What follows belongs to an exercise in optimizing a design on an open flow for small area; a production flow would make more cautious choices.
In this exercise RTL edits were held to simulation tests only and were not proved equivalent to the original.

Setup of job 7790:
// Ascon_Encryption_upper
module Ascon_Encryption_upper(clk,rst,Encryption,C,T,Decryption,Hashing,K,N,A,P,Tin);
    input clk, rst, Encryption, Decryption, Hashing;
    input [127:0] K, N, Tin;
    input [255:0] A, P;
    output [255:0] C;
    output [127:0] T;
    wire [6:0] count;
    counter c1(clk, rst, count);
    Ascon_Encryption A1(K, N, A, P, Encryption, C, T, clk, rst, count, Decryption, Tin, Hashing);
endmodule
Size in the first run: about 4500 cells after synthesis, ~1300 I/O pins, about 44000 um2 of cells after synthesis.
make LEC_CHECK=0 CAP_MARGIN=20 CORE_MARGIN=2 CORE_UTILIZATION=30 PLACE_DENSITY=0.45 SLEW_MARGIN=20 finish   # period 10.0 ns
run.sh (not shown) runs the stock make flow with config.mk's settings and CLKGATE_MAP_FILE= SYNTH_SCRIPT=/design/flow/synth_recipe.tcl, a recipe that flattens the netlist after the stock synthesis.
Job 7790 was carried through to the last stage, and its layout satisfied the timing, design-rule and antenna checks.
Inputs modified between job 7790 and job 5533:
Settings: CORE_UTILIZATION changed from 30 to 60; PLACE_DENSITY changed from 0.45 to 0.7.
==> flow/flow/run.sh (new file) <==
#!/bin/bash
set -euo pipefail
W=$(pwd)
export FLOW_WORK="$W"
export MY_ABC_SCRIPT="$W/flow/abc_area.script"
export BUFFER_PORTS_ARGS="-buffer_cell sky130_fd_sc_hd__buf_1"
export PLACE_PINS_ARGS="-min_distance 1 -min_distance_in_tracks"
bash standard.sh SYNTH_SCRIPT="$W/flow/synth.tcl" \
  "BUFFER_PORTS_ARGS=-buffer_cell sky130_fd_sc_hd__buf_1" \
  "PLACE_PINS_ARGS=-min_distance 1 -min_distance_in_tracks" finish > "$W/flow_standard.log" 2>&1
==> flow/flow/abc_area.script (new file) <==
&get -n
&st
&dch
&nf -R 1000
&put
topo
==> flow/flow/synth.tcl (new file) <==
proc abc {args} {
  set i [lsearch -exact $args -script]
  if {$i >= 0} { set args [lreplace $args $i [expr {$i+1}] -script $::env(MY_ABC_SCRIPT)] }
  yosys abc {*}$args
}
source $::env(FLOW_WORK)/synth_recipe.tcl
==> flow/standard.sh (new file) <==
#!/bin/bash
# synth_recipe.tcl (not shown) runs the flow's synth.tcl, then flattens the netlist and writes it again
# the make line also repeats each setting of config.mk as NAME=value (left out here)
make -C /OpenROAD-flow-scripts/flow DESIGN_CONFIG=/design/flow/config.mk WORK_HOME=/design/flow/orfs CLKGATE_MAP_FILE= SYNTH_SCRIPT=/design/flow/synth_recipe.tcl "${@:-finish}"
removed: flow/run.sh
Findings:
- The higher cell area reported after detailed placement came out of job 7790.
- Summary of job 5533 over job 7790: proportion of synthesized flip-flops having asynchronous set or reset roughly the same, number of instances in the synthesized netlist went down by 373.
- Lower vertical extent of the die among job 7790 and job 5533: job 5533
- What ended job 5533 was a tool error in global routing (5_1_grt); the run never finished.
- On job 5533: pre-CTS setup slack is 100 ps lower than what job 7790 gave.
- Note that the net count of the mapped netlist recorded for job 7790 amounts to 1.07 times the value seen in job 5533.
- Of the two candidates, job 7790 has the worse combined area of all synthesized cells and job 5533 the better one.
Here is what was changed in the inputs of job 3878 compared with job 5533.
==> flow/flow/run.sh <==
#!/bin/bash
set -euo pipefail
W=$(pwd)
export FLOW_WORK="$W"
export MY_ABC_SCRIPT="$W/flow/abc_area.script"
export BUFFER_PORTS_ARGS="-buffer_cell sky130_fd_sc_hd__buf_1"
bash standard.sh SYNTH_SCRIPT="$W/flow/synth.tcl" \
  "BUFFER_PORTS_ARGS=-buffer_cell sky130_fd_sc_hd__buf_1" finish > "$W/flow_standard.log" 2>&1
Results
Job 5533: aborted in global routing (5_1_grt) (tool error)
Job 3878: aborted in I/O pin placement (3_2_place_iop) (tool error)
Number of nets produced by synthesis came out exactly the same in job 5533 and job 3878.
Job 3878 -> job 5533: synthesized-area fraction occupied by ao, oa, aoi and oai cells delta 0, exact match
Reported for job 5533 and job 3878, XOR/XNOR share of the synthesized area turned out identical to the last digit.
Comparing job 3878 against job 5533, there is no change at all in register area share after synthesis.
Job 5533 → job 3878: average cell area after synthesis held steady, distinct cell type count after synthesis held steady.
Inputs modified between job 3878 and job 4785:
Settings: changing CORE_UTILIZATION from 60 to 45; changing PLACE_DENSITY from 0.7 to 0.6.
-- flow/flow/run.sh --
<<< job 3878, line 7
>>> job 4785, line 7
export PLACE_PINS_ARGS="-min_distance 1 -min_distance_in_tracks"
<<< job 3878, line 8
  "BUFFER_PORTS_ARGS=-buffer_cell sky130_fd_sc_hd__buf_1" finish > "$W/flow_standard.log" 2>&1
>>> job 4785, line 9
  "BUFFER_PORTS_ARGS=-buffer_cell sky130_fd_sc_hd__buf_1" \
  "PLACE_PINS_ARGS=-min_distance 1 -min_distance_in_tracks" finish > "$W/flow_standard.log" 2>&1
[summary]
Sort job 4785 and job 3878 by number of core rows, descending, and job 4785 comes first. Compound-gate portion of the synthesized area: job 4785 vs job 3878, no meaningful difference. Starting utilization of the core area, job 4785 and job 3878: smaller value in job 4785. Job 4785 vs job 3878 — height of the die climbed by more than 10%. Chip width, job 4785 and job 3878, lower one = job 3878. There was hardly any difference in share of the synthesized netlist area taken by xor and xnor gates between job 4785 and job 3878. Job 4785 finished every stage and its layout cleared the timing, design-rule and antenna checks.
Changes in job 5260 relative to job 4785:
Settings: putting CTS_BUF_LIST at sky130_fd_sc_hd__clkbuf_4 sky130_fd_sc_hd__clkbuf_8 where nothing was set.
Findings:
Job 5260 has largest incremental delay on the critical path below what job 4785 had. Top fanout value on the critical path: job 5260 higher than job 4785. The global-route usage on job 4785 is in line with that on job 5260. Relative to job 4785, met3 wire length increased by about 4% in job 5260. Comparing job 4785 and job 5260, the higher normalized max-slew margin was measured on job 4785. Any difference in clock slew at the register clock pins of the worst setup and hold paths between job 4785 and job 5260 is small enough to ignore. Summary of job 5260 over job 4785: routed wire length per instance decreased 0.17 um, share of the final layout cell area in sequential cells did not really move, first-iteration DRC count has remained practically unchanged.

what the ideal ports hide:
The results above use ideal ports. As a check the final layouts listed here were re-extracted and re-timed, cells and wires unchanged.
Step 1 assumes that a clkbuf_16 drives the clock port and a buf_2 every other input.
Step 2 times the ports against the registers' clock, not the clock port: input delays grow and output delays shrink by t, the midpoint of the rising clock arrivals with the driver on.
a / b / c = ideal / step 1 / step 2; a / b = the first two.
run | t, ns | slack for setup (ns) | clock arrival spread, ns | worst register clock-pin slew, ns
job 7790 | 0.774 | 2.632 / 2.625 / 1.851 | 0.027 / 0.027 | 0.07 / 0.07
job 4785 | 0.716 | 2.440 / 2.483 / 1.767 | 0.052 / 0.052 | 0.07 / 0.07
job 5260 | 0.835 | 2.517 / 2.517 / 1.812 | 0.051 / 0.050 | 0.08 / 0.08
After both steps setup and hold are still met in every run listed. The setup slack of job 7790, which loses most, moves by -0.007 ns with the drivers and by -0.781 ns with both steps.
